What follows belongs to an exercise in optimizing a design on an open flow for small area, a short achievable clock period and few clock cycles; a production flow would make more cautious choices.
Only simulation tests tie the RTL to the original design; equivalence was not proved.
Power is estimated from default activity; no workload was simulated.

Setup of try-cedar:
Design CPU, start of the top module:
module CPU(input  logic        clk_i, rst_i,
           output logic [63:0] imem_addr_o,
           input  logic [31:0] imem_data_i,
           output logic        dmem_we_o, dmem_re_o,
           output logic [2:0]  dmem_funct3_o,
           output logic [63:0] dmem_addr_o, dmem_wdata_o,
           input  logic [63:0] dmem_rdata_i,
           output logic        wb_we_o,
           output logic [4:0]  wb_rd_o,
           output logic [63:0] wb_data_o);
Size in the first run: roughly 370 I/O pins, ~160000 um^2 of cells after synthesis.
Settings: LEC_CHECK=0, CAP_MARGIN=40, CORE_MARGIN=2, CORE_UTILIZATION=40, CTS_CLUSTER_DIAMETER=80, CTS_CLUSTER_SIZE=24, SLEW_MARGIN=60; clock period 16.0 ns.
standard.sh (not shown) runs the stock make flow with config.mk's settings and CLKGATE_MAP_FILE= SYNTH_SCRIPT=/design/flow/synth_recipe.tcl, a recipe that flattens the netlist after the stock synthesis.
==> flow/flow/run.sh <==
#!/bin/bash
# The standard synthesis, then the standard layout (standard.sh) with these changes:
#  - the delay cells (clkdlybuf4s*, dlygate*, dlymetal*) are kept out of the layout steps,
#    so the port buffers and the resizer's buffers are plain buffers;
#  - the resizer's timing repair (after CTS and after global routing) works to a setup
#    margin, so that paths end well inside the clock period (the SDC is the standard flow's, unchanged).
set -euo pipefail
PLATFORM_DONT_USE="sky130_fd_sc_hd__probe_p_8 sky130_fd_sc_hd__probec_p_8 sky130_fd_sc_hd__lpflow_bleeder_1 sky130_fd_sc_hd__lpflow_clkbufkapwr_1 sky130_fd_sc_hd__lpflow_clkbufkapwr_16 sky130_fd_sc_hd__lpflow_clkbufkapwr_2 sky130_fd_sc_hd__lpflow_clkbufkapwr_4 sky130_fd_sc_hd__lpflow_clkbufkapwr_8 sky130_fd_sc_hd__lpflow_clkinvkapwr_1 sky130_fd_sc_hd__lpflow_clkinvkapwr_16 sky130_fd_sc_hd__lpflow_clkinvkapwr_2 sky130_fd_sc_hd__lpflow_clkinvkapwr_4 sky130_fd_sc_hd__lpflow_clkinvkapwr_8 sky130_fd_sc_hd__lpflow_decapkapwr_12 sky130_fd_sc_hd__lpflow_decapkapwr_3 sky130_fd_sc_hd__lpflow_decapkapwr_4 sky130_fd_sc_hd__lpflow_decapkapwr_6 sky130_fd_sc_hd__lpflow_decapkapwr_8 sky130_fd_sc_hd__lpflow_inputiso0n_1 sky130_fd_sc_hd__lpflow_inputiso0p_1 sky130_fd_sc_hd__lpflow_inputiso1n_1 sky130_fd_sc_hd__lpflow_inputiso1p_1 sky130_fd_sc_hd__lpflow_inputisolatch_1 sky130_fd_sc_hd__lpflow_isobufsrc_1 sky130_fd_sc_hd__lpflow_isobufsrc_16 sky130_fd_sc_hd__lpflow_isobufsrc_2 sky130_fd_sc_hd__lpflow_isobufsrc_4 sky130_fd_sc_hd__lpflow_isobufsrc_8 sky130_fd_sc_hd__lpflow_isobufsrckapwr_16 sky130_fd_sc_hd__lpflow_lsbuf_lh_hl_isowell_tap_1 sky130_fd_sc_hd__lpflow_lsbuf_lh_hl_isowell_tap_2 sky130_fd_sc_hd__lpflow_lsbuf_lh_hl_isowell_tap_4 sky130_fd_sc_hd__lpflow_lsbuf_lh_isowell_4 sky130_fd_sc_hd__lpflow_lsbuf_lh_isowell_tap_1 sky130_fd_sc_hd__lpflow_lsbuf_lh_isowell_tap_2 sky130_fd_sc_hd__lpflow_lsbuf_lh_isowell_tap_4"
EXTRA_DONT_USE="sky130_fd_sc_hd__clkdlybuf4s* sky130_fd_sc_hd__dlygate* sky130_fd_sc_hd__dlymetal*"
MARGIN=$(cat flow/margin.txt)
bash standard.sh synth > synth.log 2>&1
bash standard.sh "DONT_USE_CELLS=$PLATFORM_DONT_USE $EXTRA_DONT_USE" "SETUP_SLACK_MARGIN=$MARGIN" finish > layout.log 2>&1
==> flow/flow/margin.txt <==
11.2
Testbench counts of try-cedar, summed over its fixed seeds: cycles 47,033.
Modified inputs, try-sierra compared to try-cedar
- SLEW_MARGIN changed from 60 to 50
==> flow/flow/margin.txt <==
11
Results
Taking try-cedar as the reference, in try-sierra average routed wire per standard cell now sits higher; post-layout minimum cycle time went up by 280 ps; overall global routing resource usage shrank by 0.21 points.
The maximum clock frequency of try-sierra is lower than that of try-cedar.
try-sierra vs. try-cedar: final standard cell utilization of the core went down, power went down.
try-sierra vs try-cedar, critical path startpoint: d_rs2oh[24]$_DFFE_PP_ vs imem_data_i[1]
As far as register area is concerned, try-sierra and try-cedar perform about the same.
Changes observed in try-sierra relative to try-cedar: total of plain and repair buffers excluding clock buffers saw a decrease; share of power burned in combinational logic fell 0.5 points; first-pass GRT wire length lost 0.65%.
Here is what was changed in the inputs of try-umber compared with try-sierra.
- a change of SLEW_MARGIN from 50 to 60
- a change of CTS_CLUSTER_SIZE from 24 to 20
Results
Compared with try-sierra, try-umber shows a higher worst endpoint required time.
try-umber vs try-sierra: power after layout up in try-umber
Delta(slew at the pin closest to its max-slew limit, try-umber - try-sierra) < 0
[try-umber] area added between synthesis and finish rose 1.9 points relative to try-sierra
Non-clock buffer count: try-umber and try-sierra compared, higher one is try-umber
Looking at via count, try-umber sits 0.66% higher than try-sierra does.
On utilization: try-umber sits above try-sierra.
Re sequential share of layout area: try-umber and try-sierra aren't equal, and the lower value belongs to try-umber.
try-umber — met3 track demand over resource in global routing 0.59 points higher, try-sierra as reference

---

main:
Starting RTL as in the previous note.
clock: 16.0 ns
lec_check: 0
cap_margin: 40
core_margin: 2
core_utilization: 40
cts_cluster_diameter: 80
cts_cluster_size: 24
slew_margin: 55
==> flow/flow/margin.txt <==
11.25
Scripts as last shown in full above: flow/flow/run.sh
main went all the way through the flow, and no timing, DRC or antenna check failed.
Testbench counts of main, summed over its fixed seeds: cycles 47,033.
diff inputs: main => the feature branch
- SLEW_MARGIN now 60, was 55
- CAP_MARGIN now 20, was 40
==> flow/flow/margin.txt <==
11.2
## What came out
Going from main to the feature branch, total power of the final layout now sits at about the same level, routed wire length now sits at about the same level, area added between synthesis and finish now sits higher, worst slack on hold paths now sits higher, TritonCTS buffer count now sits higher.

[what the ideal ports hide]
How much do the figures lean on ideal ports? The routed layouts below were timed once more, with nothing changed but the port constraints.
Step 1 sets driving cells, clkbuf_16 on the clock port and buf_2 on the other inputs (assumed; they add their load-dependent delay and slew).
Step 2 also shifts input and output timing later by t, the mid clock arrival at the registers, as if the neighbouring blocks saw the same clock.
Slacks: no drivers / after step 1 / after step 2; pairs: no drivers / after step 1.
run | shift t [ns] | setup slack, ns | clock arrival spread, ns | cell pins on the clock port's net
try-cedar | 1.091 | 11.120 / 10.998 / 10.093 | 0.141 / 0.141 | 1
try-sierra | 1.089 | 10.843 / 10.843 / 10.012 | 0.113 / 0.113 | 1
try-umber | 1.083 | 10.841 / 10.841 / 10.113 | 0.121 / 0.121 | 1
main | 1.075 | 11.053 / 11.009 / 10.081 | 0.135 / 0.134 | 1
the feature branch | 1.094 | 11.085 / 11.019 / 10.067 | 0.142 / 0.143 | 1
After both steps setup and hold are still met in every run listed. The setup slack of try-cedar, which loses most, moves by -0.122 ns with the drivers and by -1.027 ns with both steps.
